Source: an optimization exercise on an open RTL-to-GDS flow (aim: small area). Production flows keep margins and buffers that such runs may drop.
Function was checked by simulation only, so behaviour that the tests miss may differ from the original.
No driver is modelled on the clock port, so clocking that relies on it looks cheaper here than on a real chip.
Power and IR drop assume default switching activity.

$ cat design/flow/constraint.sdc
create_clock -name core_clock -period 6.0 [get_ports {s_axi_clk}]
set_input_delay 1.2000 -clock core_clock [delete_from_list [all_inputs] [get_ports {s_axi_clk}]]
set_output_delay 1.2000 -clock core_clock [all_outputs]
set_load 0.01 [all_outputs]
$ cat design/flow/flow/run.sh
#!/bin/bash
# The standard layout (standard.sh) with four changes:
#  - synthesis keeps the small AND-OR-invert modules of rtl/read_data_mux.v as
#    their own modules while mapping (SYNTH_HIERARCHICAL 1), then flattens as usual;
#  - ABC maps with an area-oriented script (flow/area.abc) instead of ORFS's;
#  - the port buffers are the smallest buffer cell (sky130_fd_sc_hd__buf_1);
#  - clock tree synthesis builds its tree of sky130_fd_sc_hd__clkbuf_8 only and
#    adds no dummy loads; after it, flow/post_cts.tcl downsizes clock buffers
#    and logic cells where slews, capacitances and timing keep their margins.
# Synthesis is otherwise the standard flow's own script (synth_recipe.tcl), so the registers
# and their names are those of the standard synthesis.
set -euo pipefail
here=$(pwd)
{
  echo 'proc abc {args} {'
  echo '  set i [lsearch -exact $args -script]'
  echo '  if {$i >= 0} { lset args [expr {$i + 1}] $::env(MY_ABC_SCRIPT) }'
  echo '  yosys abc {*}$args'
  echo '}'
  cat synth_recipe.tcl
} > my_synth.tcl
export MY_ABC_SCRIPT=$here/flow/area.abc
export POST_CTS_TCL=$here/flow/post_cts.tcl
export CTS_ARGS="-sink_clustering_enable -repair_clock_nets -dont_use_dummy_load -buf_list sky130_fd_sc_hd__clkbuf_8"
bash standard.sh SYNTH_SCRIPT=$here/my_synth.tcl SYNTH_HIERARCHICAL=1 \
  "BUFFER_PORTS_ARGS=-buffer_cell sky130_fd_sc_hd__buf_1" finish > standard_flow.log 2>&1
$ cat design/flow/design.v
module bridge_aoi222 (input a0, input a1, input b0, input b1, input c0, input c1, output y);
assign y = ~((a0 & a1) | (b0 & b1) | (c0 & c1));
endmodule
module bridge_aoi22 (input a0, input a1, input b0, input b1, output y);
assign y = ~((a0 & a1) | (b0 & b1));
endmodule
module axi_apb_bridge_top (
    input         s_axi_clk,
    input         s_axi_aresetn,
    input  [31:0] s_axi_awaddr,
    input         s_axi_awvalid,
    output        s_axi_awready,
    input  [31:0] s_axi_wdata,
    input         s_axi_wvalid,
    input  [3:0]  s_axi_wstrb,
    output        s_axi_wready,
    output [1:0]  s_axi_bresp,
    output        s_axi_bvalid,
    input         s_axi_bready,
    input  [31:0] s_axi_araddr,
    input         s_axi_arvalid,
    output        s_axi_arready,
    output [1:0]  s_axi_rresp,
    output        s_axi_rvalid,
    output [31:0] s_axi_rdata,
    input         s_axi_rready,
    input  [2:0]  s_axi_arprot,
    input  [2:0]  s_axi_awprot,
    output [31:0] m_apb_paddr,
    output [2:0]  m_apb_pprot,
    output [15:0] m_apb_psel,
    output        m_apb_penable,
    output        m_apb_pwrite,
    output [31:0] m_apb_pwdata,
    output [3:0]  m_apb_pstrb,
    input  [15:0] m_apb_pready,
    input  [31:0] m_apb_prdata,
    input  [31:0] m_apb_prdata2,
    input  [31:0] m_apb_prdata3,
    input  [31:0] m_apb_prdata4,
    input  [31:0] m_apb_prdata5,
    input  [31:0] m_apb_prdata6,
    input  [31:0] m_apb_prdata7,
    input  [31:0] m_apb_prdata8,
    input  [31:0] m_apb_prdata9,
    input  [31:0] m_apb_prdata10,
    input  [31:0] m_apb_prdata11,
    input  [31:0] m_apb_prdata12,
    input  [31:0] m_apb_prdata13,
    input  [31:0] m_apb_prdata14,
    input  [31:0] m_apb_prdata15,
    input  [31:0] m_apb_prdata16,
    input  [15:0] m_apb_pslverr
);
localparam [2:0] S_IDLE  = 3'b000;   
localparam [2:0] S_RRESP = 3'b001;   
localparam [2:0] S_WDW   = 3'b010;   
localparam [2:0] S_WAW   = 3'b011;   
localparam [2:0] S_RS    = 3'b100;   
localparam [2:0] S_RA    = 3'b101;   
localparam [2:0] S_WS    = 3'b110;   
localparam [2:0] S_WA    = 3'b111;   
reg  [2:0]  state;
reg         rvalid, bvalid;
reg         resp;            
reg  [4:0]  tcnt;            
reg  [31:0] addr, wdat, rdat;
reg  [2:0]  prot;
reg  [3:0]  strb;
wire st_idle  = state == S_IDLE;
wire st_rresp = state == S_RRESP;
wire st_wdw   = state == S_WDW;
wire st_waw   = state == S_WAW;
wire st_rs    = state == S_RS;
wire st_ra    = state == S_RA;
wire st_ws    = state == S_WS;
wire st_acc   = state[2] & state[0];
wire [31:0] ad = addr;
wire t0 = state[2] & (ad[31:28] == 4'h0);
wire t1 = state[2] & (ad[31:28] == 4'h1);
wire t2 = state[2] & (ad[31:28] == 4'h2);
wire t4 = state[2] & (ad[31:28] == 4'h4);
wire t8 = state[2] & (ad[31:28] == 4'h8);
wire tf = state[2] & (ad[31:28] == 4'hF);
wire z27_18 = ~|ad[27:18];
wire z27_17 = z27_18 & ~ad[17];
wire z27_16 = z27_17 & ~ad[16];
wire z27_14 = z27_16 & ~|ad[15:14];
wire z27_13 = z27_14 & ~ad[13];
wire z27_12 = z27_13 & ~ad[12];
wire z27_9  = z27_12 & ~|ad[11:9];
wire z27_7  = z27_9 & ~|ad[8:7];
wire z27_2  = z27_7 & ~|ad[6:2];
wire [15:0] psel;
assign psel[0]  = t0 & z27_12;                           
assign psel[1]  = t0 & z27_13 & ad[12];                   
assign psel[2]  = t0 & z27_14 & ad[13];                   
assign psel[3]  = t0 & z27_17 & ad[16] & ~|ad[15:8];       
assign psel[4]  = t0 & z27_17 & ad[16] & ~|ad[15:9] & ad[8];  
assign psel[5]  = t0 & z27_18 & ad[17] & ~ad[16];          
assign psel[6]  = t1 & z27_7 & ~ad[6];                    
assign psel[7]  = t1 & z27_7 & ad[6];                     
assign psel[8]  = t2;                                    
assign psel[9]  = t4 & z27_12;                           
assign psel[10] = t4 & z27_13 & ad[12];                   
assign psel[11] = t4 & z27_14 & ad[13] & ~ad[12];          
assign psel[12] = t4 & z27_17 & ad[16] & ~ad[15];          
assign psel[13] = t8 & z27_2;                            
assign psel[14] = t8 & z27_9 & ad[8];                     
assign psel[15] = tf & ~&ad[27:0];                        
wire [15:0] pdone = psel & m_apb_pready;
wire        done  = |pdone;
wire        tzero = tcnt == 5'd0;
wire go_idle  = st_idle & (~bvalid | s_axi_bready);
wire go_rresp = st_rresp & s_axi_rready;
wire go_read  = st_ra & done & s_axi_rready;
wire go       = go_idle | go_rresp | go_read;
assign s_axi_arready = go & s_axi_arvalid;
assign s_axi_awready = (go & s_axi_awvalid) | st_waw;
assign s_axi_wready  = ((go_idle | go_rresp) & s_axi_wvalid) | st_wdw;
wire [2:0] dispatch = s_axi_arvalid                 ? S_RS  :
                      s_axi_awvalid & s_axi_wvalid  ? S_WS  :
                      s_axi_awvalid                 ? S_WDW :
                      s_axi_wvalid                  ? S_WAW : S_IDLE;
reg [2:0] state_nxt;
always @* begin
    case (state)
    S_IDLE:  state_nxt = go_idle ? dispatch : S_IDLE;
    S_RRESP: state_nxt = s_axi_rready ? dispatch : S_RRESP;
    S_WDW:   state_nxt = s_axi_wvalid ? S_WS : S_WDW;
    S_WAW:   state_nxt = s_axi_awvalid ? S_WS : S_WAW;
    S_RS:    state_nxt = S_RA;
    S_RA:    state_nxt = done ? (s_axi_rready ? dispatch : S_RRESP) : (tzero ? S_RRESP : S_RA);
    S_WS:    state_nxt = S_WA;
    default: state_nxt = (done | tzero) ? S_IDLE : S_WA;
    endcase
end
wire ld_ar = (go_idle | go_read) & s_axi_arvalid;
wire ld_aw = (go_idle | go_read | st_wdw) & s_axi_wvalid;
always @(posedge s_axi_clk or negedge s_axi_aresetn) begin
    if (!s_axi_aresetn) begin
        state  <= S_IDLE;
        rvalid <= 1'b0;
        bvalid <= 1'b0;
        strb   <= 4'b0;
    end else begin
        state  <= state_nxt;
        rvalid <= (st_ra & (done | tzero)) | (st_rresp & ~s_axi_rready);
        bvalid <= (st_idle & bvalid & ~s_axi_bready) | (state == S_WA & (done | tzero));
        if (ld_aw) strb <= s_axi_wstrb;
    end
end
wire addr_hold = st_rs | st_ws | st_wdw | (state == S_WA) | (st_ra & ~done);
wire addr_ar = ~addr_hold & s_axi_arvalid & ~st_waw;
wire addr_aw = ~addr_hold & ~(s_axi_arvalid & ~st_waw);
wire [31:0] addr_nxt_n;
wire [31:0] addr_nxt = ~addr_nxt_n;
wire prot_aw = ld_aw & ~ld_ar;
wire prot_hold = ~ld_ar & ~ld_aw;
wire [2:0] prot_nxt_n;
wire [2:0] prot_nxt = ~prot_nxt_n;
genvar a;
generate
for (a = 0; a < 32; a = a + 1) begin : abit
    bridge_aoi222 g (addr_ar, s_axi_araddr[a], addr_aw, s_axi_awaddr[a], addr_hold, addr[a], addr_nxt_n[a]);
end
for (a = 0; a < 3; a = a + 1) begin : pbit
    bridge_aoi222 g (ld_ar, s_axi_arprot[a], prot_aw, s_axi_awprot[a], prot_hold, prot[a], prot_nxt_n[a]);
end
endgenerate
wire wdat_hold = st_waw | st_ws | (state == S_WA);
wire [31:0] prd [0:15];
assign prd[0]  = m_apb_prdata;   assign prd[1]  = m_apb_prdata2;
assign prd[2]  = m_apb_prdata3;  assign prd[3]  = m_apb_prdata4;
assign prd[4]  = m_apb_prdata5;  assign prd[5]  = m_apb_prdata6;
assign prd[6]  = m_apb_prdata7;  assign prd[7]  = m_apb_prdata8;
assign prd[8]  = m_apb_prdata9;  assign prd[9]  = m_apb_prdata10;
assign prd[10] = m_apb_prdata11; assign prd[11] = m_apb_prdata12;
assign prd[12] = m_apb_prdata13; assign prd[13] = m_apb_prdata14;
assign prd[14] = m_apb_prdata15; assign prd[15] = m_apb_prdata16;
wire [31:0] rsel;
genvar b;
generate
for (b = 0; b < 32; b = b + 1) begin : rbit
    wire [5:0] t;
    bridge_aoi222 g0 (pdone[0],  prd[0][b],  pdone[1],  prd[1][b],  pdone[2],  prd[2][b],  t[0]);
    bridge_aoi222 g1 (pdone[3],  prd[3][b],  pdone[4],  prd[4][b],  pdone[5],  prd[5][b],  t[1]);
    bridge_aoi222 g2 (pdone[6],  prd[6][b],  pdone[7],  prd[7][b],  pdone[8],  prd[8][b],  t[2]);
    bridge_aoi222 g3 (pdone[9],  prd[9][b],  pdone[10], prd[10][b], pdone[11], prd[11][b], t[3]);
    bridge_aoi222 g4 (pdone[12], prd[12][b], pdone[13], prd[13][b], pdone[14], prd[14][b], t[4]);
    bridge_aoi22  g5 (pdone[15], prd[15][b], st_rresp,  rdat[b],    t[5]);
    assign rsel[b] = ~&t;
end
endgenerate
wire [5:0] et;
bridge_aoi222 e0 (psel[0],  m_apb_pslverr[0],  psel[1],  m_apb_pslverr[1],  psel[2],  m_apb_pslverr[2],  et[0]);
bridge_aoi222 e1 (psel[3],  m_apb_pslverr[3],  psel[4],  m_apb_pslverr[4],  psel[5],  m_apb_pslverr[5],  et[1]);
bridge_aoi222 e2 (psel[6],  m_apb_pslverr[6],  psel[7],  m_apb_pslverr[7],  psel[8],  m_apb_pslverr[8],  et[2]);
bridge_aoi222 e3 (psel[9],  m_apb_pslverr[9],  psel[10], m_apb_pslverr[10], psel[11], m_apb_pslverr[11], et[3]);
bridge_aoi222 e4 (psel[12], m_apb_pslverr[12], psel[13], m_apb_pslverr[13], psel[14], m_apb_pslverr[14], et[4]);
assign et[5] = ~((psel[15] & m_apb_pslverr[15]) | ~done);
wire resp_nxt = ~&et;
always @(posedge s_axi_clk) begin
    rdat <= rsel;
    if (st_acc) resp <= resp_nxt;
    if (st_idle | (st_acc & done)) tcnt <= 5'b01011;
    else if (st_acc & ~tzero)      tcnt <= {tcnt[3:0], ~(tcnt[4] ^ tcnt[2])};
    addr <= addr_nxt;
    if (!wdat_hold) wdat <= s_axi_wdata;
    prot <= prot_nxt;
end
assign s_axi_rvalid  = rvalid;
assign s_axi_rdata   = rdat;
assign s_axi_rresp   = {resp, 1'b0};
assign s_axi_bvalid  = bvalid;
assign s_axi_bresp   = {resp, 1'b0};
assign m_apb_psel    = psel;
assign m_apb_penable = st_acc;
assign m_apb_pwrite  = state[1];
assign m_apb_paddr   = addr;
assign m_apb_pwdata  = wdat;
assign m_apb_pstrb   = strb;
assign m_apb_pprot   = prot;
endmodule
$ cat design/flow/flow/post_cts.tcl
# After clock tree synthesis, recover area by downsizing:
#  2. each other logic cell to the smallest drive strength of its own cell
#     family that keeps every slew and capacitance at least 20% under the
#     library's limits (as ORFS's repair aims) and the setup slack >= 0.3 ns
#     (or no worse than before, where already closer than that).
set clk_limit 0.100
proc max_clk_slew {pins} {
  set mx 0
  foreach p $pins {
    set s [get_property $p slew_max]
    if {$s > $mx} { set mx $s }
  }
  return $mx
}
proc drc_ok {} {

  expr {[sta::max_slew_check_slack_limit] >= [lindex $::lim 0] && [sta::max_capacitance_check_slack_limit] >= [lindex $::lim 1]
        && [sta::worst_slack_cmd max] >= [lindex $::lim 2] && [sta::worst_slack_cmd min] >= [lindex $::lim 3]}
}
proc min2 {a b} { expr {$a < $b ? $a : $b} }
estimate_parasitics -placement
set all_clk [get_pins -hierarchical */CLK]
set m0 [max_clk_slew $all_clk]
puts "post_cts: max clock-pin slew before: $m0; area before: [rsz::design_area]"
set n 0; set nb 0
foreach inst [[ord::get_db_block] getInsts] {
  if {[[$inst getMaster] getName] ne "sky130_fd_sc_hd__clkbuf_8"} continue
  incr nb
  set b [$inst getName]
  set out [get_pins -of_objects [get_cells $b] -filter "direction==output"]
  set clk_sinks {}
  foreach p [get_pins -of_objects [get_nets -of_objects $out] -filter "direction==input"] {
    if {[get_property $p lib_pin_name] eq "CLK"} { lappend clk_sinks $p }
  }
  if {[llength $clk_sinks] == 0} continue
  replace_cell [get_cells $b] sky130_fd_sc_hd__clkbuf_4
  estimate_parasitics -placement
  if {[max_clk_slew $clk_sinks] > $clk_limit || [max_clk_slew $all_clk] > $m0 + 0.001} {
    replace_cell [get_cells $b] sky130_fd_sc_hd__clkbuf_8
    estimate_parasitics -placement
  } else {
    incr n
  }
}
puts "post_cts: $n of $nb clock buffers made clkbuf_4"
set m1 [max_clk_slew $all_clk]
set nd 0
puts "post_cts: slew [sta::max_slew_check_slack_limit] cap [sta::max_capacitance_check_slack_limit] wns [sta::worst_slack_cmd max] whs [sta::worst_slack_cmd min]"
set ::lim [list [min2 0.2 [sta::max_slew_check_slack_limit]] [min2 0.2 [sta::max_capacitance_check_slack_limit]] \
  [min2 0.3e-9 [sta::worst_slack_cmd max]] [min2 0.05e-9 [sta::worst_slack_cmd min]]]
if {1} {
  foreach inst [[ord::get_db_block] getInsts] {
    set name [[$inst getMaster] getName]
    if {![regexp {^sky130_fd_sc_hd__(.+)_([0-9]+)$} $name -> fam sz]} continue
    if {[regexp {^(df|edf|sdf|dl|clkbuf|clkinv|conb|tap|fill|decap|diode|lpflow|probe)} $fam]} continue
    if {[$inst isFixed]} continue
    set sizes {}
    foreach lc [get_lib_cells sky130_fd_sc_hd__${fam}_*] {
      set ln [get_name $lc]
      if {[regexp "^sky130_fd_sc_hd__${fam}_(\[0-9\]+)\$" $ln -> s] && $s < $sz} { lappend sizes $s }
    }
    set cur $name
    foreach s [lsort -integer $sizes] {
      set cand sky130_fd_sc_hd__${fam}_$s
      replace_cell [get_cells [$inst getName]] $cand
      estimate_parasitics -placement
      if {[drc_ok] && [max_clk_slew $all_clk] <= $m1 + 0.001} { set cur $cand; incr nd; break }
      replace_cell [get_cells [$inst getName]] $name
      estimate_parasitics -placement
    }
  }
}
puts "post_cts: $nd logic cells downsized; max clock-pin slew [max_clk_slew $all_clk]; area after: [rsz::design_area]"
detailed_placement
check_placement -verbose
$ cat design/flow/flow/area.abc
strash; &get -n; &deepsyn -I 4 -J 50; &put; dc2; &get -n; &dch -f; &nf -a -R 1000; &put
$ cat design/flow/config.mk
export PLATFORM = sky130hd
export DESIGN_NAME = axi_apb_bridge_top
export DESIGN_NICKNAME = axi_apb_bridge_top
export VERILOG_FILES = /design/flow/design.v
export SDC_FILE = /design/flow/constraint.sdc
export NUM_CORES = 4
export LEC_CHECK = 0
export ABC_AREA = 1
export CAP_MARGIN = 20
export CORE_AREA = 10 10 280 280
export DIE_AREA = 0 0 290 290
export GPL_TIMING_DRIVEN = 0
export PLACE_DENSITY = 0.85
export SLEW_MARGIN = 20
$ cat design/flow/standard.sh
#!/bin/bash
# synth_recipe.tcl (not shown) runs the flow's synth.tcl, then flattens the netlist and writes it again
# the make line also repeats each setting of config.mk as NAME=value (left out here)
make -C /OpenROAD-flow-scripts/flow DESIGN_CONFIG=/design/flow/config.mk WORK_HOME=/design/flow/orfs CLKGATE_MAP_FILE= SYNTH_SCRIPT=/design/flow/synth_recipe.tcl "${@:-finish}"
==> results.yml, run 1 <==
status:
  outcome: "no timing/DRC/antenna violations"
worst_setup_path:
  crit_family: "simple AND/OR/NAND/NOR gates"
  critPathSlowestCell: "dfrtp_4"
  endpoint_kind: "primary output"
  crit_fanout: 14
  reg2reg_to: "addr[18]"
  r2r_start: "addr[25]"
  cp.required_ps: 4800
  critPathLaunchType: "flop"
  path_class: "flop to primary output"
  arrival_ps: 4540
  critical-path-max-stage-delay_ps: 600
  cp_num_buf_inv: 2
  r2r_setup_slack_ps: 1280
  reg2reg_depth: 15
  cp_cell_sequence: "nor3b_1, and3_1, and3_4, and2_4, or4_1, or4_1, or4_4, nand3_1, clkinv_1, a22oi_1, nand2_1, nand2_1, o21ai_0, buf_1"
drt:
  viasPerCell: 4.781
  vias: 11420
  remaining_drc_errors: 0
  dr.pass1.iters: 12
  ant_nets: 0
  initialDrtViolationCount: 2168
  wl_per_cell_um: 34.30
  wirelength_mm: 81.94
final_layout:
  fin_nets: 2072
  layout-drive-gt1-share_pct: 4.459
  area_delta_synth_final_pct: 73.07
global_routing:
  grt_pass1_vias: 11550
  grt_overflow: 0
  grt_pass1_wl_mm: 101.0
  antenna_found_initial: 48
  grt_max_degree: 34
  track_usage_pct: 17.58
synthesis:
  synth.yosys.seq_area_share_pct: 42.12
  syn_inst: 597
  synthTopCellsByArea: "a222oi_1 (32%), dfxtp_1 (23%), edfxtp_1 (16%), nand4_1 (4.1%), a22oi_1 (4.0%)"
  yosys.area.top_type: "a222oi_1"
  yosysUniqueCellTypes: 35
  ys_ff_latch: 114
  synth_edf_count: 33
  synth_area_um2: 6310
  syn_avg_cell_area_um2: 10.57
  async_reset_ff_share_pct: 7.895
  synth_ff_type: "dfxtp_1"
  yosysTopAreaCellShare_pct: 31.73
  synth_warnings: 7
timing:
  skew_ps: 26.40
  fin_crit_sh_pct: 95.61
  slew_headroom_pct: 34.11
  layout_setup_ws_ps: 263.2
  rsz0062_at_grt: "false"
  tns_ps: 0
  setup_violations: 0
  fin_crit_ps: 5737
  drv_slew: 0
  hold_viol_final: 0
  fmax_mhz: 174.3
  worst-slew-pin-transition_ps: 974.6
  hold_ws_ps: 478.1
die:
  initial_core_util_pct: 8.781
  io_pins: 787
  die_w_um: 290
  rows: 98
  die-area_um2: 84100
  dieHeight_um: 290
  fp.coreArea_um2: 71850
min_path:
  min_path_cells: 2
  hold_path_startpoint: "tcnt[0]"
  hold_class: "flop to flop"
  hold_end: "tcnt[1]"
power_and_ir_drop:
  ir_drop_mv: 0.1533
  power_density_nw_per_um2: 292.7
  p_leak_uw: 0.003116
clock_tree:
  clkTransAtPathRegs_ps: 100
  clock_sinks: 114
  cts_tree: "done"
  clkLatencyLatePin_ps: 510
placement:
  dp_slack_ps: 321.5
  dp_hpwl_mm: 60.43
  io_buffers: 784
  gp_congestion: 0.9510
run:
  cap_violations: 0
sequential cells by signal, summed over array words and instances (netlist names):
signal  count
strb        4
wdat       32
state       3
tcnt        5
prot        3
resp        1
bvalid      1
rdat       32
rvalid      1
addr       32
where the power goes:
part	total [uW]	switching, uW	internal [uW]
combinational	1220	799	424
clock	594	372	222
sequential	1380	328	1050
total	3200	1500	1700
cells by family after synthesis:
logic type	count (synthesis)	synth area share, %
flip-flops	114	42.12
multiplexers	4	0.7138
buffers and inverters	46	3.034
AND/OR/NAND/NOR	173	15.96
AO/OA/AOI/OAI	259	38.11
other	1	0.05943
placed cells by master (no fill, tap or decap), drive strengths merged, types with 3 or more instances in the layout:
cell type  instances
or4                4
nand4             41
clkbuf            18
buf              797
nor3              12
nand4b             3
a21oi             10
a22oi             34
dfxtp             72
and3              39
o21ai              7
nor4               4
edfxtp            33
nand2             15
a222oi           200
and4b              3
mux2               4
nor2              20
clkinv            41
diode             26
nand3              3
and2              22
nand2b             3
dfrtp              9
how the worst max path moves through the flow:
stage	startpoint	to	slack, ps	cells after the start
2_1_floorplan	m_apb_pready[2]	addr[0]	140	10
3_3_place_gp	addr[17]	addr[19]	-3420	14
3_5_place_dp	state[2]	s_axi_awready	320	14
5_1_grt	addr[28]	s_axi_awready	20	15
6_report	state[2]	s_axi_awready	260	14
per-layer routing:
metal	vias to the layer above	wire [um]	GRT usage, %
met5	-	91	0
met4	14	5231	12.30
met3	243	12650	10.53
met2	1197	35250	26.14
met1	5429	28720	18.27
li1	4540	-	-
per-module statistics from Yosys, one instance, submodules excluded:
| module | area (um2) | copies in the design | flops+latches | cells inside |
|---|---|---|---|---|
| bridge_aoi222 | 10.01 | 200 | 0 | 1 |
| bridge_aoi22 | 7.507 | 32 | 0 | 1 |
| axi_apb_bridge_top | 4068 | 1 | 114 | 365 |
through the flow:
step	utilization (%)	cell area [um2]	instances	total power, uW
after global routing	15.16	10890	2378	3383
after global placement	14.54	10450	2332	2519
after detailed placement	14.86	10670	2337	2630
after floorplan	-	6314	598	1811
final	15.20	10920	2389	3197
worst reg2reg max path, stage by stage (launching register included):
cell and delay, ps:
dfxtp_1 370, nor4_1 290, nand3_1 210, nor2_1 170, nor4b_1 810, and2_4 790, or3_1 210, or4_1 100
or4_4 180, nand3_1 190, nand2_1 170, o21ai_0 120, a21oi_1 280, buf_2 540, a222oi_1 170, clkinv_1 80
synthesized netlist by cell type, types with 5 or more instances:
cell / n
a222oi_1: 200
dfxtp_1: 72
clkinv_1: 41
nand4_1: 41
and3_1: 39
a22oi_1: 34
edfxtp_1: 33
nor2_1: 20
and2_0: 17
nand2_1: 15
nor3_1: 12
a21oi_1: 10
dfrtp_1: 9
o21ai_0: 7
buf_4: 5
area by class of cell:
cell class	count	area (um2)
diodes	26	65.06
plain buffers	5	18.77
clock buffers	17	209.0
fillers	8255	60930
inverters	41	153.9
multi-input cells	443	3627
flip-flops and latches	114	2665
well taps	950	1189
repair buffers	793	2993
==> run 2, diff against run 1 <==
--- a/design/flow/config.mk
+++ b/design/flow/config.mk
@@ -9,6 +9,5 @@
 export CAP_MARGIN = 20
 export CORE_AREA = 10 10 280 280
 export DIE_AREA = 0 0 290 290
-export GPL_TIMING_DRIVEN = 0
 export PLACE_DENSITY = 0.85
 export SLEW_MARGIN = 20
==> run 2 against run 1 <==
Clock-buffer cell count did not move; hold slack worse by 26 ps; area after synthesis unchanged; cell count fell by 0.13%; critical path depth rose by 1; via count is 2.7% lower; critical endpoint unchanged; highest routed layer unchanged.
==> results.yml, run 2 <==
synthesis:
  synth_area_um2: 6310
  synth_top_family_by_area: "compound AO/OA/AOI/OAI gates"
  ys_ff_latch: 114
  synth_edf_count: 33
  synthSimpleGateAreaFrac_pct: 15.96
  yosysUniqueCellTypes: 35
  synth_compound_area_share_pct: 38.11
  synthTopCellsByArea: "a222oi_1 (32%), dfxtp_1 (23%), edfxtp_1 (16%), nand4_1 (4.1%), a22oi_1 (4.0%)"
  synth_ff_type: "dfxtp_1"
  synth_fa_ha_area_share_pct: 0
  syn_avg_cell_area_um2: 10.57
  synth-xor-area-share_pct: 0
  synthMuxAreaShare_pct: 0.7139
  synth.yosys.seq_area_share_pct: 42.12
  synth.most_common_cell: "a222oi_1"
  async_reset_ff_share_pct: 7.895
  synth_warnings: 7
  syn_inst: 597
  ys_top_cells_by_count: "a222oi_1 (200), dfxtp_1 (72), clkinv_1 (41), nand4_1 (41), and3_1 (39)"
  yosys.area.top_type: "a222oi_1"
  yosysTopAreaCellShare_pct: 31.73
die:
  io_pins: 787
  die-area_um2: 84100
  fp.coreArea_um2: 71850
  die_w_um: 290
  dieHeight_um: 290
  rows: 98
  initial_core_util_pct: 8.781
global_routing:
  grt_max_degree: 34
  track_usage_pct: 16.93
  grt_pass1_vias: 11510
  grt_overflow: 0
  antenna_found_initial: 37
  grt_pass1_wl_mm: 98.53
worst_setup_path:
  r2r_start: "state[2]"
  critical-path-max-stage-delay_ps: 590
  cp_num_buf_inv: 3
  cp.required_ps: 4800
  crit_family: "simple AND/OR/NAND/NOR gates"
  cp_cell_sequence: "buf_2, nor3b_1, and3_1, and3_1, and2_0, or4_1, or4_1, or4_1, nand3_1, clkinv_1, a22oi_1, nand2_1, nand2_1, o21ai_0, buf_1"
  reg2reg_depth: 16
  path_class: "flop to primary output"
  crit_fanout: 14
  arrival_ps: 4470
  cp_common_cell: "or4_1"
  endpoint_kind: "primary output"
  r2r_setup_slack_ps: 1010
  reg2reg_to: "addr[29]"
  critPathSlowestCell: "or4_1"
  critPathLaunchType: "flop"
drt:
  dr.pass1.iters: 9
  wirelength_mm: 75.88
  remaining_drc_errors: 0
  vias: 11110
  initialDrtViolationCount: 1985
  viasPerCell: 4.657
  wl_per_cell_um: 31.80
  ant_nets: 0
clock_tree:
  clkLatencyLatePin_ps: 500
  clkTransAtPathRegs_ps: 100
  clock_sinks: 114
  cts_tree: "done"
power_and_ir_drop:
  p_leak_uw: 0.003125
  p_int_uw: 1673
  clkPwrFrac_pct: 18.1
  p_sw_share_pct: 46.06
  power_density_nw_per_um2: 287.8
  ir_drop_mv: 0.1476
  combPwrFrac_pct: 40.7
  p_sw_uw: 1429
  seqPwrFrac_pct: 41.2
min_path:
  min_path_cells: 2
  hold_class: "flop to flop"
  hold_path_startpoint: "tcnt[0]"
  hold_end: "tcnt[1]"
timing:
  fin_crit_ps: 5675
  drv_slew: 0
  slew_headroom_pct: 20.02
  tns_ps: 0
  setup_violations: 0
  fin_crit_sh_pct: 94.58
  fmax_mhz: 176.2
  rsz0062_at_grt: "false"
  hold_viol_final: 0
  hold_ws_ps: 451.8
  worst-slew-pin-transition_ps: 1200
  skew_ps: 33.77
placement:
  io_buffers: 784
  dp_hpwl_mm: 62.43
  gp_congestion: 0.9744
run:
  cap_violations: 0
final_layout:
  mostFrequentLayoutCells: "buf_1 (785), a222oi_1 (200), dfxtp_1 (72)"
  reg_top3: "addr: 32 flops, rdat: 32 flops, wdat: 32 flops"
  layout-drive-gt1-share_pct: 2.891
  mostFrequentLayoutCell: "buf_1"
  fin_nets: 2077
  area_delta_synth_final_pct: 70.83
status:
  outcome: "no timing/DRC/antenna violations"
==> run 2: how the worst max path moves through the flow <==
stage	from	end	slack, ps	depth (start not counted)
2_1_floorplan	m_apb_pready[2]	addr[0]	140	10
3_3_place_gp	m_apb_pready[3]	s_axi_awready	870	12
3_5_place_dp	m_apb_pready[3]	s_axi_arready	870	11
5_1_grt	addr[17]	s_axi_awready	10	15
6_report	state[2]	s_axi_awready	330	15
==> run 2: tightest hold or removal path: stages (launching register included) <==
cell,delay (ps)
dfxtp_1,320
clkinv_1,60
a21oi_1,50
==> run 2: layer usage <==
metal	global-route usage [%]	wire length [um]	vias to the layer above
met4	9.169	3840	14
li1	-	-	4532
met3	9.590	11320	183
met1	17.22	25570	5306
met5	0	83	-
met2	27.25	35070	1077
==> run 2: cell type report <==
class | instances | area (um2)
multi-input cells | 438 | 3466
inverters | 41 | 153.9
repair buffers | 808 | 3072
clock buffers | 17 | 196.4
fillers | 8308 | 61070
diodes | 18 | 45.04
well taps | 950 | 1189
flip-flops and latches | 114 | 2658
==> run 2: cells by family after synthesis <==
kind of cell	after synthesis
AO/OA/AOI/OAI	259
AND/OR/NAND/NOR	173
flip-flops	114
buffers and inverters	46
multiplexers	4
other	1
==> run 2: per-module statistics from Yosys, one instance, submodules excluded <==
module | times used | cell area, um2 | cells | flip-flops and latches
axi_apb_bridge_top | 1 | 4068 | 365 | 114
bridge_aoi222 | 200 | 10.01 | 1 | 0
bridge_aoi22 | 32 | 7.507 | 1 | 0
==> run 2: power groups by stage <==
| stage | clock [uW] | sequential, uW | combinational, uW |
|---|---|---|---|
| floorplan | 0 | 1330 | 479 |
| global placement | 0 | 1250 | 1280 |
| detailed placement | 0 | 1280 | 1290 |
| global route | 637 | 1300 | 1370 |
| finish | 563 | 1280 | 1260 |
==> run 2: through the flow <==
step	total power, uW	cell area (um2)	setup slack [ps]	std cells	util, %
6_report	3102	10780	325.2	2386	15.00
5_1_grt	3317	10760	11.39	2377	14.97
3_5_place_dp	2574	10630	867.8	2351	14.79
3_3_place_gp	2539	10630	873.8	2351	14.79
2_1_floorplan	1811	6314	141.2	598	-
==> run 3, diff against run 2 <==
--- a/design/flow/config.mk
+++ b/design/flow/config.mk
@@ -9,5 +9,5 @@
 export CAP_MARGIN = 20
 export CORE_AREA = 10 10 280 280
 export DIE_AREA = 0 0 290 290
-export PLACE_DENSITY = 0.85
+export PLACE_DENSITY = 0.95
 export SLEW_MARGIN = 20
==> run 3 against run 2 <==
Still clean on timing, DRC and antenna; synthesized cell count unchanged; setup slack improved by 33 ps; clock power about the same; die area unchanged; combinational power about the same; total power decreased by 1.3%; core utilization about the same; clock-buffer cell count unchanged; via count increased by 0.40%; hold slack improved by 5.4 ps; highest routed layer unchanged.
==> results.yml, run 3 <==
drt:
  viasPerCell: 4.685
  wl_per_cell_um: 30.46
  wirelength_mm: 72.54
  dr.pass1.iters: 9
  remaining_drc_errors: 0
  vias: 11160
  initialDrtViolationCount: 2022
  ant_nets: 0
worst_setup_path:
  reg2reg_to: "addr[26]"
  r2r_start: "state[2]"
  r2r_setup_slack_ps: 1100
  reg2reg_depth: 16
  crit_fanout: 14
  cp.required_ps: 4800
  worstSetupStartpoint: "state[2]"
  endpoint_kind: "primary output"
  arrival_ps: 4440
  path_class: "flop to primary output"
  critPathLaunchType: "flop"
die:
  fp.coreArea_um2: 71850
  rows: 98
  dieHeight_um: 290
  io_pins: 787
  die_w_um: 290
  die-area_um2: 84100
  initial_core_util_pct: 8.781
final_layout:
  fill_cells: 8327
  mostFrequentLayoutCell: "buf_1"
  reg_top3: "addr: 32 flops, rdat: 32 flops, wdat: 32 flops"
  layout-drive-gt1-share_pct: 2.891
  fin_nets: 2077
  mostFrequentLayoutCells: "buf_1 (786), a222oi_1 (200), dfxtp_1 (72)"
  multi_input_area_um2: 3470
  area_delta_synth_final_pct: 70.69
  regArea_um2: 2658
power_and_ir_drop:
  p_leak_uw: 0.003122
  power_density_nw_per_um2: 284.4
  ir_drop_mv: 0.1486
synthesis:
  synth_ff_type: "dfxtp_1"
  synthTopCellsByArea: "a222oi_1 (32%), dfxtp_1 (23%), edfxtp_1 (16%), nand4_1 (4.1%), a22oi_1 (4.0%)"
  synth.yosys.seq_area_share_pct: 42.12
  synth_warnings: 7
  ys_top_cells_by_count: "a222oi_1 (200), dfxtp_1 (72), clkinv_1 (41), nand4_1 (41), and3_1 (39)"
  yosysTopAreaCellShare_pct: 31.73
  yosys.area.top_type: "a222oi_1"
  syn_inst: 597
  synth_edf_count: 33
  syn_avg_cell_area_um2: 10.57
  ys_ff_latch: 114
  synth.most_common_cell: "a222oi_1"
  async_reset_ff_share_pct: 7.895
  synth_area_um2: 6310
  yosysUniqueCellTypes: 35
timing:
  skew_ps: 38.63
  hold_viol_final: 0
  setup_violations: 0
  tns_ps: 0
  slew_headroom_pct: 19.95
  fin_crit_ps: 5641
  fmax_mhz: 177.3
  hold_ws_ps: 457.2
  rsz0062_at_grt: "false"
  fin_crit_sh_pct: 94.02
  worst-slew-pin-transition_ps: 1201
  drv_slew: 0
clock_tree:
  clkLatencyLatePin_ps: 500
  clock_sinks: 114
  clkTransAtPathRegs_ps: 110
  cts_tree: "done"
global_routing:
  grt_overflow: 0
  antenna_found_initial: 32
  grt_max_degree: 34
  grt_pass1_vias: 11510
  track_usage_pct: 16.04
  grt_pass1_wl_mm: 94.75
placement:
  dp_hpwl_mm: 59.72
  gp_congestion: 0.9871
  io_buffers: 784
min_path:
  hold_end: "tcnt[1]"
  hold_path_startpoint: "tcnt[0]"
  hold_class: "flop to flop"
  min_path_cells: 2
status:
  outcome: "no timing/DRC/antenna violations"
run:
  cap_violations: 0
==> run 3: cell counts after synthesis <==
No cell type changed its count.
==> run 3: worst max path at each step <==
stage / endpoint / slack, ps / depth (start not counted)
finish: s_axi_awready / 360 / 15
global placement: s_axi_awready / 860 / 12
floorplan: addr[0] / 140 / 10
detailed placement: s_axi_arready / 830 / 11
global route: s_axi_awready / 60 / 15
==> run 3: layer usage <==
layer / vias to the layer above / share of wire [%] / track usage (%)
li1: 4525 / - / -
met5: - / 0.14 / 0
met1: 5221 / 36 / 17.50
met4: 16 / 6.4 / 10.05
met3: 227 / 12 / 6.264
met2: 1167 / 45 / 25.85
==> run 3: modules after synthesis (local to each module, per instance) <==
| module | times used | cells inside | cell area (um2) |
|---|---|---|---|
| bridge_aoi22 | 32 | 1 | 7.507 |
| bridge_aoi222 | 200 | 1 | 10.01 |
| axi_apb_bridge_top | 1 | 365 | 4068 |
==> run 3: logic make-up after synthesis <==
group,count (synthesis),share of synthesized area [%]
simple gates,173,15.96
buf+inv,46,3.034
flops,114,42.12
compound gates,259,38.11
mux,4,0.7138
other cells,1,0.05943
==> run 3: per-stage QoR <==
step / instance area [um2] / setup WS, ps / cells / total power [uW] / utilization [%]
after floorplan: 6314 / 141.2 / 598 / 1811 / -
after global placement: 10630 / 858.4 / 2351 / 2485 / 14.79
after detailed placement: 10630 / 829.3 / 2351 / 2524 / 14.79
after global routing: 10770 / 64.62 / 2379 / 3265 / 14.98
final: 10770 / 358.5 / 2381 / 3063 / 14.99
==> run 3: worst max-delay path, stage by stage (launching register included) <==
cell      delay [ps]
dfrtp_1          380
buf_2            210
nor3b_1          210
and3_1           270
and3_1           240
and2_0           200
or4_1            510
or4_1            420
or4_4            500
nand3_1          160
clkinv_1         110
a22oi_1          250
nand2_1          130
nand2_1          100
o21ai_0           90
buf_1            150
==> run 3: cell type report <==
class,count,share of cell area (%)
multi-input combinational,438,32.21
timing repair buffer,808,28.46
sequential,114,24.67
tap,950,11.04
clock buffer,17,1.882
inverter,41,1.429
antenna,13,0.3020
==> run 3: power by group <==
part	internal, uW	total, uW	switching, uW
registers	1050	1270	226
clock network	215	560	345
logic	418	1230	810
==> run 4, diff against run 3 <==
--- a/design/flow/flow/post_cts.tcl
+++ b/design/flow/flow/post_cts.tcl
@@ -3,7 +3,7 @@
 #     family that keeps every slew and capacitance at least 20% under the
 #     library's limits (as ORFS's repair aims) and the setup slack >= 0.3 ns
 #     (or no worse than before, where already closer than that).
-set clk_limit 0.100
+set clk_limit 0.110
 proc max_clk_slew {pins} {
   set mx 0
   foreach p $pins {
--- a/design/flow/config.mk
+++ b/design/flow/config.mk
@@ -9,5 +9,5 @@
 export CAP_MARGIN = 20
 export CORE_AREA = 10 10 280 280
 export DIE_AREA = 0 0 290 290
-export PLACE_DENSITY = 0.95
+export PLACE_DENSITY = 0.85
 export SLEW_MARGIN = 20
==> run 4 against run 3 <==
Area after synthesis unchanged; first-iteration DRC count fell by 1.6%; flip-flop and latch count unchanged; clock power decreased by 3.9%; sequential share of layout area hardly changed; critical path type unchanged; critical endpoint unchanged; largest power group unchanged.
==> results.yml, run 4 <==
worst_setup_path:
  r2r_setup_slack_ps: 1000
  arrival_ps: 4470
  critPathLaunchType: "flop"
  crit_fanout: 14
  endpoint_kind: "primary output"
  cp.required_ps: 4800
  path_class: "flop to primary output"
die:
  dieHeight_um: 290
  die-area_um2: 84100
  initial_core_util_pct: 8.781
  rows: 98
  die_w_um: 290
  io_pins: 787
  fp.coreArea_um2: 71850
drt:
  ant_nets: 0
  wirelength_mm: 75.87
  viasPerCell: 4.662
  dr.pass1.iters: 10
  vias: 11120
  wl_per_cell_um: 31.80
  initialDrtViolationCount: 1990
  remaining_drc_errors: 0
run:
  cap_violations: 0
placement:
  gp_congestion: 0.9744
  io_buffers: 784
  dp_slack_ps: 867.8
  dp_hpwl_mm: 62.43
timing:
  hold_viol_final: 0
  tns_ps: 0
  rsz0062_at_grt: "false"
  skew_ps: 29.84
  layout_setup_ws_ps: 333.3
  fin_crit_ps: 5667
  worst-slew-pin-transition_ps: 1200
  setup_violations: 0
  fmax_mhz: 176.5
  slew_headroom_pct: 20.03
  drv_slew: 0
  fin_crit_sh_pct: 94.45
synthesis:
  synthTopCellsByArea: "a222oi_1 (32%), dfxtp_1 (23%), edfxtp_1 (16%), nand4_1 (4.1%), a22oi_1 (4.0%)"
  synth.yosys.seq_area_share_pct: 42.12
  synth_area_um2: 6310
  synth.most_common_cell: "a222oi_1"
  ys_top_cells_by_count: "a222oi_1 (200), dfxtp_1 (72), clkinv_1 (41), nand4_1 (41), and3_1 (39)"
  async_reset_ff_share_pct: 7.895
  synth_ff_type: "dfxtp_1"
  yosys.area.top_type: "a222oi_1"
  synth_edf_count: 33
  yosysUniqueCellTypes: 35
  syn_avg_cell_area_um2: 10.57
  synth_warnings: 7
  ys_ff_latch: 114
  yosysTopAreaCellShare_pct: 31.73
  syn_inst: 597
clock_tree:
  cts_tree: "done"
  clkTransAtPathRegs_ps: 100
  clkLatencyLatePin_ps: 490
  clock_sinks: 114
final_layout:
  mostFrequentLayoutCells: "buf_1 (785), a222oi_1 (200), dfxtp_1 (72)"
  layout-drive-gt1-share_pct: 2.891
  area_delta_synth_final_pct: 70.53
  reg_top3: "addr: 32 flops, rdat: 32 flops, wdat: 32 flops"
  fin_nets: 2077
  mostFrequentLayoutCell: "buf_1"
global_routing:
  track_usage_pct: 16.92
  grt_max_degree: 34
  grt_pass1_wl_mm: 98.51
  antenna_found_initial: 37
  grt_pass1_vias: 11510
  grt_overflow: 0
status:
  outcome: "no timing/DRC/antenna violations"
min_path:
  hold_class: "flop to flop"
power_and_ir_drop:
  p_leak_uw: 0.003117
  ir_drop_mv: 0.1476
  power_density_nw_per_um2: 286.0
-- run 4: changes by cell type in the layout (fill, tap and decap cells not counted) --
cell      delta
buf_1        -1
buf_2        -1
buf_4        +2
clkbuf_4     +4
clkbuf_8     -4
diode_2      +5
or4_1        +1
or4_4        -1
-- run 4: final timing paths --
path / cells after the start / start / endpoint
setup / recovery: 15 / state[2] / s_axi_awready
hold / removal: 2 / tcnt[0] / tcnt[1]
setup reg to reg: 16 / state[2] / addr[29]
hold reg to reg: 2 / tcnt[0] / tcnt[1]
max in group asynchronous: 1 / s_axi_aresetn / state[2]
min in group asynchronous: 1 / s_axi_aresetn / strb[1]
-- run 4: area by class of cell --
class	instances	area [um2]
repair buffers	808	3072
multi-input cells	438	3466
diodes	18	45.04
clock buffers	17	177.7
well taps	950	1189
fillers	8309	61090
flip-flops and latches	114	2658
inverters	41	153.9
-- run 4: layer usage --
metal	vias to the layer above	wire, um	global-route usage, %
li1	4534	-	-
met1	5254	25350	17.21
met2	1136	35120	27.25
met3	185	11440	9.590
met4	14	3872	9.169
met5	-	83	0
-- run 4: logic make-up after synthesis --
logic type | count (synthesis) | share of synthesized area, %
compound gates | 259 | 38.11
buf+inv | 46 | 3.034
flops | 114 | 42.12
mux | 4 | 0.7138
other cells | 1 | 0.05943
simple gates | 173 | 15.96
-- run 4: per-module statistics from Yosys, one instance, submodules excluded --
module / flip-flops and latches / area (um2)
bridge_aoi22: 0 / 7.507
bridge_aoi222: 0 / 10.01
axi_apb_bridge_top: 114 / 4068
-- run 4: power by group --
part	internal, uW	total (uW)	switching (uW)
Combinational	417	1260	845
Sequential	1050	1280	229
Clock	187	538	351
Total	1650	3080	1430
-- run 4: critical path, cell delays in order (launching register included) --
cell and delay [ps]:
dfrtp_1 360, buf_2 210, nor3b_1 210, and3_1 260
and3_1 260, and2_0 210, or4_1 520, or4_1 390
or4_1 590, nand3_1 210, clkinv_1 100, a22oi_1 230
nand2_1 110, nand2_1 90, o21ai_0 80, buf_1 150
-- run 4: through the flow --
step                cell area [um2]  hold WS [ps]  power (uW)  util [%]  instances
floorplan                      6314         433.5        1811         -        598
global placement              10630         453.4        2539     14.79       2351
detailed placement            10630         463.6        2574     14.79       2351
global route                  10740         472.8        3292     14.94       2377
finish                        10760         451.9        3078     14.98       2386
==> run 5, diff against run 4 <==
--- a/design/flow/config.mk
+++ b/design/flow/config.mk
@@ -9,5 +9,5 @@
 export CAP_MARGIN = 20
 export CORE_AREA = 10 10 280 280
 export DIE_AREA = 0 0 290 290
-export PLACE_DENSITY = 0.85
+export PLACE_DENSITY = 0.75
 export SLEW_MARGIN = 20
==> run 5 against run 4 <==
Still clean; non-clock buffer count grew 2; final area grew 0.14%; sequential power is essentially flat; critical path type unchanged; critical endpoint unchanged; highest routed layer unchanged.
==> results.yml, run 5 <==
global_routing:
  grt_pass1_vias: 11470
  grt_overflow: 0
  track_usage_pct: 15.97
  grt_pass1_wl_mm: 93.68
  grt_max_degree: 34
  antenna_found_initial: 31
timing:
  fin_crit_sh_pct: 92.76
  rsz0062_at_grt: "false"
  slew_headroom_pct: 22.92
  setup_violations: 0
  fmax_mhz: 179.7
  fin_crit_ps: 5566
  hold_viol_final: 0
  drv_slew: 0
  worst-slew-pin-transition_ps: 1156
  hold_ws_ps: 460.3
  tns_ps: 0
  skew_ps: 28.86
power_and_ir_drop:
  ir_drop_mv: 0.1537
  total_power_uw: 3053
  power_density_nw_per_um2: 283.3
  p_leak_uw: 0.003129
run:
  cap_violations: 0
synthesis:
  yosys.area.top_type: "a222oi_1"
  synth_ff_type: "dfxtp_1"
  synthTopCellsByArea: "a222oi_1 (32%), dfxtp_1 (23%), edfxtp_1 (16%), nand4_1 (4.1%), a22oi_1 (4.0%)"
  synth_edf_count: 33
  ys_top_cells_by_count: "a222oi_1 (200), dfxtp_1 (72), clkinv_1 (41), nand4_1 (41), and3_1 (39)"
  synth.yosys.seq_area_share_pct: 42.12
  async_reset_ff_share_pct: 7.895
  syn_inst: 597
  synth_warnings: 7
  syn_avg_cell_area_um2: 10.57
  yosysUniqueCellTypes: 35
  yosysTopAreaCellShare_pct: 31.73
  ys_ff_latch: 114
  synth_area_um2: 6310
  synth.most_common_cell: "a222oi_1"
die:
  initial_core_util_pct: 8.781
  die_w_um: 290
  dieHeight_um: 290
  rows: 98
  io_pins: 787
  die-area_um2: 84100
  fp.coreArea_um2: 71850
drt:
  route.met3.wl_mm: 10.68
  top_layer: "met5"
  met1Wirelength_mm: 24.68
  wl_per_cell_um: 30.31
  vias: 11010
  viasPerCell: 4.623
  wl_met2_mm: 33.59
  wirelength_mm: 72.16
  initialDrtViolationCount: 2025
  ant_nets: 0
  dr.pass1.iters: 8
  remaining_drc_errors: 0
clock_tree:
  clkLatencyLatePin_ps: 500
  clkTransAtPathRegs_ps: 90
  cts_tree: "done"
  clock_sinks: 114
final_layout:
  area_delta_synth_final_pct: 70.77
  mostFrequentLayoutCells: "buf_1 (787), a222oi_1 (200), dfxtp_1 (72)"
  fin_nets: 2079
  mostFrequentLayoutCell: "buf_1"
  design_area_um2: 10780
  fill_cells: 8280
  reg_top3: "addr: 32 flops, rdat: 32 flops, wdat: 32 flops"
  layout-drive-gt1-share_pct: 3.239
  fin_cells: 2381
placement:
  io_buffers: 784
  dpl_cell_area_um2: 10640
  gp_congestion: 0.9408
  dp_hpwl_mm: 58.80
  dp_cells: 2352
worst_setup_path:
  critPathLaunchType: "flop"
  worstSetupStartpoint: "addr[18]"
  cp.required_ps: 4800
  endpoint_kind: "primary output"
  arrival_ps: 4370
  r2r_setup_slack_ps: 1150
  reg2reg_depth: 17
  r2r_start: "addr[18]"
  reg2reg_to: "addr[10]"
  endpoint: "s_axi_awready"
  crit_fanout: 7
  path_class: "flop to primary output"
min_path:
  hold_class: "flop to flop"
status:
  outcome: "no timing/DRC/antenna violations"
-- run 5: changes by cell type in the layout (fill, tap and decap cells not counted), sizes merged --
cell,delta
diode,-7
buf,+2
-- run 5: worst min path at each step --
stage | end | depth (start not counted) | start
2_1_floorplan | tcnt[1] | 2 | tcnt[0]
3_3_place_gp | tcnt[1] | 2 | tcnt[0]
3_5_place_dp | tcnt[1] | 2 | tcnt[0]
5_1_grt | tcnt[1] | 2 | tcnt[0]
6_report | tcnt[1] | 2 | tcnt[0]
-- run 5: cells by family (layout without fill, tap and decap cells) --
family                 Yosys count  after routing  synth area share (%)
AOI/OAI and AO/OA              259            259                 38.11
and+or+nand+nor                173            173                 15.96
DFF                            114            114                 42.12
buffers and inverters           46            868                 3.034
muxes                            4              4                0.7138
other                            1             13               0.05943
-- run 5: area by class of cell --
cell class | count | area (um2) | share of cell area [%]
sequential | 114 | 2658 | 24.66
timing repair buffer | 810 | 3085 | 28.63
antenna | 11 | 27.53 | 0.2555
inverter | 41 | 153.9 | 1.428
clock buffer | 17 | 183.9 | 1.707
tap | 950 | 1189 | 11.03
multi-input combinational | 438 | 3478 | 32.28
-- run 5: stage by stage --
stage,setup WS (ps),utilization (%)
6_report,434.4,15.00
2_1_floorplan,141.2,-
3_5_place_dp,766.4,14.80
5_1_grt,113.1,14.98
3_3_place_gp,771.5,14.80
-- run 5: worst max-delay path, cell delays in order (launching register included) --
cell	delay, ps
dfxtp_1	400
nor4_1	80
nand3_1	170
nor2_1	80
and3_1	220
and3_1	240
and2_2	280
or4_1	550
or4_1	400
or4_4	500
nand3_1	160
clkinv_1	100
a22oi_1	240
nand2_1	130
nand2_1	90
o21ai_0	80
buf_1	170
-- run 5: layer usage --
metal | GRT usage (%) | up-vias
li1 | - | 4532
met1 | 16.25 | 5223
met2 | 26.23 | 1057
met3 | 8.874 | 174
met4 | 7.807 | 22
met5 | 0 | -
-- run 5: modules after synthesis, one instance, submodules excluded --
module,times used,cell area [um2],flops+latches,cells inside
bridge_aoi222,200,10.01,0,1
bridge_aoi22,32,7.507,0,1
axi_apb_bridge_top,1,4068,114,365
-- run 5: power by group --
part           internal (uW)  switching (uW)  leakage, uW  total, uW
clock                    194             344     0.000102        538
combinational            419             823      0.00198       1240
sequential              1050             226      0.00105       1270
==> run 6, diff against run 5 <==
--- a/design/flow/config.mk
+++ b/design/flow/config.mk
@@ -9,5 +9,5 @@
 export CAP_MARGIN = 20
 export CORE_AREA = 10 10 280 280
 export DIE_AREA = 0 0 290 290
-export PLACE_DENSITY = 0.75
+export PLACE_DENSITY = 0.9
 export SLEW_MARGIN = 20
==> run 6 against run 5 <==
Area after synthesis unchanged; register-to-register slack about the same; clock skew up 5.7 ps; final area fell by 0.44%; hold slack improved by 3.0 ps; clock-buffer cell count unchanged; cell count is 0.25% lower; critical path depth unchanged; sequential power about the same; critical path type unchanged; largest power group unchanged.
==> results.yml, run 6 <==
status:
  outcome: "no timing/DRC/antenna violations"
clock_tree:
  cts_tree: "done"
  clock_sinks: 114
  clkLatencyLatePin_ps: 490
  clkTransAtPathRegs_ps: 80
drt:
  wl_per_cell_um: 29.87
  vias: 11000
  initialDrtViolationCount: 1895
  ant_nets: 0
  viasPerCell: 4.632
  wirelength_mm: 70.95
  dr.pass1.iters: 10
  remaining_drc_errors: 0
final_layout:
  postLayoutCoreUtil_pct: 14.93
  mostFrequentLayoutCell: "buf_1"
  fill_cells: 8280
  layout-drive-gt1-share_pct: 2.682
  reg_top3: "addr: 32 flops, rdat: 32 flops, wdat: 32 flops"
  fin_cells: 2375
  mostFrequentLayoutCells: "buf_1 (786), a222oi_1 (200), dfxtp_1 (72)"
  area_delta_synth_final_pct: 70.02
  fin_nets: 2076
  regArea_um2: 2658
  multi_input_area_um2: 3465
synthesis:
  syn_avg_cell_area_um2: 10.57
  synth_area_um2: 6310
  ys_top_cells_by_count: "a222oi_1 (200), dfxtp_1 (72), clkinv_1 (41), nand4_1 (41), and3_1 (39)"
  async_reset_ff_share_pct: 7.895
  yosysUniqueCellTypes: 35
  yosys.area.top_type: "a222oi_1"
  synth_edf_count: 33
  ys_ff_latch: 114
  syn_inst: 597
  synth_warnings: 7
  synth.yosys.seq_area_share_pct: 42.12
  synth.most_common_cell: "a222oi_1"
  synth_ff_type: "dfxtp_1"
  yosysTopAreaCellShare_pct: 31.73
  synthTopCellsByArea: "a222oi_1 (32%), dfxtp_1 (23%), edfxtp_1 (16%), nand4_1 (4.1%), a22oi_1 (4.0%)"
worst_setup_path:
  cp_common_cell: "or4_1"
  critical-path-max-stage-delay_ps: 580
  path_class: "flop to primary output"
  arrival_ps: 4320
  cp.required_ps: 4800
  r2r_setup_slack_ps: 1150
  critPathSlowestCell: "or4_1"
  cp_cell_sequence: "nor2_1, nand3_1, nor2_1, and3_1, and3_1, and2_0, or4_1, or4_1, or4_1, nand3_1, clkinv_1, a22oi_1, nand2_1, nand2_1, o21ai_0, buf_1"
  endpoint_kind: "primary output"
  crit_fanout: 6
  critPathLaunchType: "flop"
  r2r_start: "addr[20]"
  reg2reg_to: "addr[13]"
  reg2reg_depth: 17
timing:
  fin_crit_sh_pct: 91.96
  rsz0062_at_grt: "false"
  slew_headroom_pct: 21.20
  worst-slew-pin-transition_ps: 1182
  hold_viol_final: 0
  tns_ps: 0
  fin_crit_ps: 5518
  setup_violations: 0
  skew_ps: 34.60
  fmax_mhz: 181.2
  drv_slew: 0
global_routing:
  track_usage_pct: 15.72
  met3_usage_pct: 7.710
  grt_max_degree: 34
  grt_pass1_vias: 11640
  antenna_found_initial: 27
  grt.busiest_layer: "met2"
  grtUsageMet2_pct: 25.45
  grt_pass1_wl_mm: 92.95
  grt_overflow: 0
  grt_use_met1_pct: 16.77
placement:
  dp_hpwl_mm: 57.73
  dp_cells: 2350
  io_buffers: 784
  gp_congestion: 0.9686
die:
  initial_core_util_pct: 8.781
  die_w_um: 290
  fp.coreArea_um2: 71850
  io_pins: 787
  rows: 98
  dieHeight_um: 290
  die-area_um2: 84100
run:
  cap_violations: 0
power_and_ir_drop:
  p_leak_uw: 0.003111
  power_density_nw_per_um2: 283.9
  ir_drop_mv: 0.1398
min_path:
  hold_end: "tcnt[1]"
  min_path_cells: 2
  hold_class: "flop to flop"
  hold_path_startpoint: "tcnt[0]"
## run 6: cell counts after synthesis
No cell type changed its count.
## run 6: power by group
part / internal [uW] / switching (uW)
logic: 418 / 818
clock network: 187 / 333
registers: 1050 / 242
total: 1650 / 1390
## run 6: cell families after synthesis
family          count (synthesis)  synth area share [%]
simple gates                  173                 15.96
mux                             4                0.7138
compound gates                259                 38.11
buf+inv                        46                 3.034
flops                         114                 42.12
other cells                     1               0.05943
## run 6: cell type report
cell class	instances	share of cell area [%]
multi-input cells	438	32.30
inverters	41	1.435
diodes	8	0.1866
well taps	950	11.08
clock buffers	17	1.656
repair buffers	807	28.57
flip-flops and latches	114	24.77
## run 6: stage by stage
step	total power (uW)	setup slack (ps)	instance area, um2	hold slack [ps]
3_5_place_dp	2546	839.3	10620	454.0
2_1_floorplan	1811	141.2	6314	433.5
3_3_place_gp	2512	847.2	10620	448.3
6_report	3045	482.3	10730	463.3
5_1_grt	3254	159.6	10710	495.9
## run 6: worst max-delay path by stage
stage	startpoint	to	slack [ps]	cells after the start
floorplan	m_apb_pready[2]	addr[0]	140	10
global placement	m_apb_pready[2]	s_axi_awready	850	12
detailed placement	m_apb_pready[2]	s_axi_arready	840	11
global route	addr[17]	s_axi_arready	160	14
finish	addr[20]	s_axi_awready	480	16
## run 6: routing by layer
metal  vias to the layer above  wire length (um)
met5                         -                81
met4                        14              3578
met3                       198             10270
met2                      1138             32250
met1                      5132             24780
li1                       4519                 -
## run 6: per-module statistics from Yosys (local to each module, per instance)
module	flops+latches	area, um2	cells	times used
axi_apb_bridge_top	114	4068	365	1
bridge_aoi222	0	10.01	1	200
bridge_aoi22	0	7.507	1	32
## run 6: worst max-delay path, delay by kind of cell (launching register included)
| kind | cells | cell delay [ps] |
|---|---|---|
| simple gates | 12 | 2850 |
| flops | 1 | 410 |
| compound gates | 2 | 320 |
| buf+inv | 2 | 260 |

## separate check: timing with driven ports
No port has a modelled driver above. Below, the same layouts with a new extraction and two added sets of constraints.
Step 1, drivers: a clkbuf_16 drives s_axi_clk and a buf_2 each remaining input, both assumed.
Step 2, shift: input delay + t, output delay - t, t = (earliest + latest rising clock arrival at the registers) / 2. This alone moves slack from input paths to output paths.
Three values: ideal ports, drivers, drivers and shift; two values: the first two.
| run | t (ns) | setup WS [ns] | worst setup path at the end | worst register clock-pin slew, ns | pins driven straight from the clock port |
|---|---|---|---|---|---|
| run 1 | 0.543 | 0.263 / 0.215 / 0.502 | input to output | 0.10 / 0.10 | 1 |
| run 2 | 0.530 | 0.325 / 0.278 / 0.808 | register to output | 0.11 / 0.11 | 1 |
| run 3 | 0.534 | 0.359 / 0.310 / 0.792 | input to output | 0.11 / 0.11 | 1 |
| run 4 | 0.526 | 0.333 / 0.286 / 0.813 | register to output | 0.11 / 0.11 | 1 |
| run 5 | 0.528 | 0.434 / 0.389 / 0.848 | input to output | 0.11 / 0.11 | 1 |
| run 6 | 0.525 | 0.482 / 0.435 / 0.853 | input to output | 0.10 / 0.10 | 1 |
After both steps setup and hold are still met in every run listed.
